Background: an optimization exercise with open tools, aiming at small area, a short achievable clock period and few clock cycles. Do not read the settings as production practice.
Only simulation tests tie the RTL to the original design; equivalence was not proved.
Power is estimated from default activity; no workload was simulated.

<file path="flow/run.sh">
#!/bin/bash
# synth_recipe.tcl (not shown) runs the flow's synth.tcl, then flattens the netlist and writes it again
# the make line also repeats each setting of config.mk as NAME=value (left out here)
make -C /OpenROAD-flow-scripts/flow DESIGN_CONFIG=/design/flow/config.mk WORK_HOME=/design/flow/orfs CLKGATE_MAP_FILE= SYNTH_SCRIPT=/design/flow/synth_recipe.tcl finish
</file>
<file path="flow/config.mk">
export PLATFORM = sky130hd
export DESIGN_NAME = func
export DESIGN_NICKNAME = func
export VERILOG_FILES = /design/flow/design.v
export SDC_FILE = /design/flow/constraint.sdc
export NUM_CORES = 4
export LEC_CHECK = 0
export CAP_MARGIN = 20
export CORE_MARGIN = 2
export CORE_UTILIZATION = 40
export SLEW_MARGIN = 20
</file>
<file path="flow/constraint.sdc">
create_clock -name core_clock -period 5.0 [get_ports {clk_i}]
set_input_delay 1.0000 -clock core_clock [delete_from_list [all_inputs] [get_ports {clk_i}]]
set_output_delay 1.0000 -clock core_clock [all_outputs]
set_load 0.01 [all_outputs]
</file>
<file path="flow/design.v">
module mul(
	input clk_i,
	input rst_i,
	input [7:0]a_bi,
	input [7:0]b_bi,
	input start_i,
	output busy_o,
	output reg [15:0] y_bo	
);
	localparam IDLE = 1'b0;
	localparam WORK = 1'b1;
	reg state;
	assign busy_o = state;
	reg[3:0] counter;
	wire[7:0] part_sum;
	wire [15:0] shifted_part_sum;
	reg[7:0] a,b;
	wire[2:0] end_step;
	reg[15:0] part_res;
	assign part_sum = a & {8{b[counter]}};
	assign shifted_part_sum = part_sum << counter;
	assign end_step = (counter == 4'h8);
	always @(posedge clk_i) begin
		if (rst_i) begin
			counter <= 0;
			part_res <= 0;
			y_bo <= 0;
			state <= IDLE;
		end else begin
		case (state)
			IDLE:
			if (start_i) begin
				state <= WORK;
				a <= a_bi;
				b <= b_bi;
				counter <= 0;
				part_res <= 0;
			end
			WORK:
				begin
				if (end_step) begin
					state <= IDLE;
					y_bo <= part_res;
				end				
			part_res <= part_res +
			shifted_part_sum;
			counter <= counter + 1;
			end
		endcase
	end
end
endmodule
module cbrt(
	input clk_i,
	input rst_i,
	input start_i,
	input [7:0]x_bi,
	output busy_o,
	output reg [2:0] y_bo
);
	localparam IDLE = 2'd0;
	localparam SQUARING = 2'd1;
	localparam CUBING = 2'd2;
	reg [1:0] state;
	reg [7:0] a;
	reg [7:0] b;
	reg start_mul;
	wire mul_busy;
	wire [15:0] mul_res;
	mul inner_mul(
		.rst_i(rst_i),
		.clk_i(clk_i),
		.a_bi(a),
		.b_bi(b),
		.start_i(start_mul),
		.busy_o(mul_busy),
		.y_bo(mul_res)
	);
	assign busy_o = (state != IDLE);
	always @(posedge clk_i) begin
	if (rst_i) begin
		a <= 0;
		b <= 0;
		state <= IDLE;
		start_mul <= 0;
	end else begin
	case (state)
		IDLE:
		if (start_i) begin
			a <= 7;
			b <= 7;
			state <= SQUARING;
			start_mul <= 1;
		end
		SQUARING:
		if (start_mul) begin
			start_mul <= 0;
		end else if (!mul_busy) begin
			a <= mul_res;
			state <= CUBING;
			start_mul <= 1;
		end
		CUBING:
		if (start_mul) begin
			start_mul <= 0;
		end else if (!mul_busy) begin
		if (mul_res > x_bi) begin
			a <= b - 1;
			b <= b - 1;
			state <= SQUARING;
			start_mul <= 1;
		end else begin
		y_bo <= b;
		state <= IDLE;
		end
	end
	endcase
	end
end
endmodule
`timescale 1ns / 1ps
module func(
	input rst_i,
	input clk_i,
	input [7:0] a_bi,
	input [7:0] b_bi,
	input start_i,
	output reg [10:0] y_bo,
	output busy_o
);
    localparam IDLE = 2'd0;
    localparam CBRT = 2'd1;
    localparam MUL = 2'd2;
    localparam SUM = 2'd3;
    localparam THREE = 8'h03;
    reg [1:0] state;
    reg start_cbrt;
    wire [2:0] cbrt_res;
    wire [7:0] extended_cbrt_res;
    wire [7:0] shifted_cbrt_res;
    assign extended_cbrt_res = {5'b00000, cbrt_res[2:0]};
    assign shifted_cbrt_res = extended_cbrt_res << 1;
wire cbrt_busy;
    cbrt cbrt_b(
        .x_bi(b_bi),
        .rst_i(rst_i),
        .clk_i(clk_i),
        .start_i(start_cbrt),
        .y_bo(cbrt_res),
        .busy_o(cbrt_busy)
    );
    wire [10:0] mul_res;
    wire mul_busy;
    reg start_mul;
    mul mul(
        .a_bi(a_bi),
        .b_bi(THREE),
        .busy_o(mul_busy),
        .y_bo(mul_res),
        .clk_i(clk_i),
        .rst_i(rst_i),
        .start_i(start_mul)
    );
    assign busy_o = (state != IDLE);
    always @(posedge clk_i) begin
        if (rst_i) begin
            y_bo <= 0;
            state <= IDLE;
            start_cbrt <= 0;
            start_mul <= 0;
        end else begin
            case (state)
                IDLE:
                    if (start_i) begin
                        start_cbrt <= 1;
                        y_bo <= 0;
                        state <= CBRT;
                    end
                CBRT:
                    if (start_cbrt) begin
                        start_cbrt <= 0;
                    end else if (!cbrt_busy) begin
                        start_mul <= 1;
                        state <= MUL;
                    end
                MUL:
                    if (start_mul) begin
                        start_mul <= 0;
                    end else if (!mul_busy) begin
                        state <= SUM;
                    end
                SUM:
                    begin
                        y_bo <= mul_res + shifted_cbrt_res;
                        state <= IDLE;
                    end
            endcase
        end
    end
endmodule
</file>
==> metrics.cfg <==
[yosys]
synth_area_leaders = dfxtp_1, edfxtp_1, ha_1
async_reset_ff_frac = 0
synth_top_area_frac = 0.272
yosysTopAreaCell = dfxtp_1
synthTopCellsByCount = nand2_1, dfxtp_1, nor2_1
netlist_area_mm2 = 0.00721
synth_most_common_cell = nand2_1
postSynthAreaPerCell_um2 = 8.68
ys_warn_count = 4
synth_nets = 903
synth_ff_type = dfxtp_1
synth_edf_count = 27
syn_inst = 831
ys_types = 64
ys_ff_latch = 125
ys_seq_area_frac = 0.385

[worst_hold_path]
min_from = cbrt_b.a[2]$_SDFFE_PP0P_
worst_hold_path_type = reg2reg
min_path_cells = 0

[route]
first_iter_violations = 312
vias = 5928
wire_per_inst_um = 15.7
met1Wirelength_mm = 8.12
drt_wl_total_mm = 17.0
ant_nets = 0
drt_pass1_iterations = 4
dr_wl_met3_um = 587
topRoutingLayerUsed = met4
met2RoutedLength_mm = 8.06
vias_per_cell = 5.47
drc = 0

[power_and_ir_drop]
leakagePower_nw = 3.20
power_density_mw_per_mm2 = 443
vdd_drop_max_mv = 0.266

[final_layout]
syn_to_final_growth_pct = 14.6
layout-drive-gt1-share = 0.0597
nets = 913
diodes = 0

[clocking]
clockBufferDepth = 2
clk_latency_ns = 0.43
cts_root_buffer = clkbuf_16
cts_buffers = 17
cts_hold_buf = 0
h-tree-depth = 4
post_cts.repair.setup_buffers = 0
clock_sinks = 125
clkSlewWorstSetupHoldPaths_ns = 0.06
cts_resized = 0
cts_tree = done

[worst_setup_path]
r2r_end = cbrt_b.inner_mul.part_res[15]$_SDFFE_PP0P_
endpoint = cbrt_b.inner_mul.part_res[15]$_SDFFE_PP0P_
crit_type = reg2reg
timing.rr.start = cbrt_b.inner_mul.counter[0]$_SDFFE_PP0P_
cp-end-kind = flip-flop
r2r_slack_ns = 1.14
setup.worst_path.start_class = flip-flop
r2r_cells = 11
worst_ep_arrival_time_ns = 4.15
path_max_fanout = 12
crit_start = cbrt_b.inner_mul.counter[0]$_SDFFE_PP0P_
required_ns = 5.30

[sta]
report.final.slew_viol_count = 0
fmax_mhz = 259
fin_tns_setup_ns = 0
finalSetupViolCount = 0
rsz0062_at_grt = false
max_slew_margin = 0.317
hold_ws_ns = 0.438
finalCritPeriodShare = 0.771
worst_pin_slew_ns = 1.02
final_hold_viol_count = 0
skew_ns = 0.0129
period_minus_slack_ns = 3.86

[floorplanning]
core-area_mm2 = 0.0178
start_util = 0.404
rows = 49
die_w_um = 138
die_area_mm2 = 0.0191
ios = 31
die_h_um = 138

[placement]
gp_congestion = 0.850
io_buffers = 30
hpwl_mm = 12.2

[global_routing]
grt_pass1_wl_mm = 28.5
grt_pass1_vias = 5745
antenna_found_initial = 0
grt-ovfl-total = 0
grt_util_all_layers = 0.183
grt_max_degree = 54

[outcome]
status = timing/DRC/antenna clean

[flow_run]
max_cap_violations = 0

-- layout by cell type (no fill, tap or decap), drive strengths merged, types with 9 or more instances in the layout --
cell type / synthesis / layout
nor3: 23 / 23
a21o: 13 / 13
nand2: 99 / 99
dfxtp: 98 / 98
or3: 10 / 10
clkbuf: 33 / 22
mux2i: 22 / 22
nor2: 74 / 74
nand3b: 12 / 12
a22oi: 17 / 17
o31ai: 9 / 9
a21oi: 71 / 71
nand3: 25 / 25
o21a: 14 / 14
clkdlybuf4s50: 0 / 29
edfxtp: 27 / 27
inv: 39 / 40
ha: 50 / 50
o21ai: 30 / 30
and3: 13 / 13
xnor2: 15 / 15
-- sequential cells by signal (all words and copies together), names as in the netlist, 2 cells and up --
register                   flops
cbrt_b.inner_mul.a             8
mul.counter                    4
mul.y_bo                      11
state                          2
cbrt_b.state                   2
mul.a                          8
y_bo                          11
cbrt_b.b                       8
cbrt_b.y_bo                    3
cbrt_b.inner_mul.part_res     16
cbrt_b.a                       8
cbrt_b.inner_mul.y_bo         16
cbrt_b.inner_mul.counter       4
cbrt_b.inner_mul.b             8
mul.part_res                  11
-- per-stage QoR --
step / instance area, um^2 / setup WS (ns) / utilization / instances / total power [mW]
2_1_floorplan: 7210 / 1.58 / - / 831 / 2.14
3_3_place_gp: 7660 / 1.24 / 0.429 / 1051 / 2.42
3_5_place_dp: 7660 / 1.19 / 0.429 / 1051 / 2.43
4_1_cts: 8260 / 1.16 / 0.463 / 1083 / 3.69
5_1_grt: 8260 / 0.807 / 0.463 / 1083 / 3.88
6_report: 8260 / 1.14 / 0.463 / 1083 / 3.66
-- how the worst min path moves through the flow --
stage	end
5_1_grt	cbrt_b.inner_mul.a[3]$_DFFE_PP_
6_report	cbrt_b.inner_mul.a[2]$_DFFE_PP_
3_3_place_gp	cbrt_b.inner_mul.a[6]$_DFFE_PP_
2_1_floorplan	cbrt_b.inner_mul.a[3]$_DFFE_PP_
3_5_place_dp	cbrt_b.inner_mul.a[6]$_DFFE_PP_
4_1_cts	cbrt_b.inner_mul.a[3]$_DFFE_PP_
-- metal layers --
| metal | GRT usage | up-vias |
|---|---|---|
| li1 | - | 3025 |
| met1 | 0.237 | 2783 |
| met2 | 0.301 | 98 |
| met3 | 0.0447 | 22 |
| met4 | 0.0575 | 0 |
| met5 | 0 | - |
-- area by class of cell --
type	count	area, um^2
Multi-Input combinational cell	624	4130
Tap cell	229	287
Fill cell	1722	9580
Clock inverter	10	109
Inverter	39	146
Timing Repair Buffer	34	328
Clock buffer	22	487
Sequential cell	125	2770
-- power breakdown --
| group | switching (mW) | leakage, nW | total, mW | internal, mW |
|---|---|---|---|---|
| Clock | 0.455 | 0.284 | 1.24 | 0.789 |
| Sequential | 0.151 | 1.04 | 1.31 | 1.16 |
| Combinational | 0.660 | 1.88 | 1.10 | 0.443 |
-- worst max-delay path, stage by stage (launching register included) --
cell and delay [ns]:
dfxtp_1 0.61, mux4_2 0.62, mux2i_1 0.46, or2_2 0.25, a21oi_1 0.06, ha_1 0.35, a21o_1 0.24, a21oi_1 0.23
a21oi_1 0.14, o31ai_1 0.45, mux2i_1 0.24, nand4_1 0.10
-- kinds of logic (layout without fill, tap and decap cells) --
group / Yosys count / after routing / synth area share
flip-flops: 125 / 125 / 0.385
adder cells (fa/ha/maj): 53 / 53 / 0.0951
multiplexers: 32 / 32 / 0.0571
AND/OR/NAND/NOR: 315 / 315 / 0.214
XOR/XNOR: 20 / 20 / 0.0243
buffers and inverters: 82 / 105 / 0.0429
AO/OA/AOI/OAI: 204 / 204 / 0.182
Testbench counts, summed over its fixed seeds: cycles 231,668.

-- what the ideal ports hide --
No port has a modelled driver above. Below, the same layout with a new extraction and two added sets of constraints. Step 1, drivers: a clkbuf_16 drives clk_i and a buf_2 each remaining input, both assumed. Step 2 also shifts input and output timing later by t, the mid clock arrival at the registers, as if the neighbouring blocks saw the same clock. a / b / c = ideal / step 1 / step 2; a / b = the first two.
shift t [ns]: 0.466
setup slack, ns: 1.144 / 1.144 / 1.144
latest minus earliest clock arrival (ns): 0.018 / 0.018
worst register clock-pin slew, ns: 0.06 / 0.06
pins driven straight from the clock port: 1
After both steps setup and hold are still met in this run. For this run, drivers alone change the setup slack by 0.000 ns; drivers and shift together by 0.000 ns.
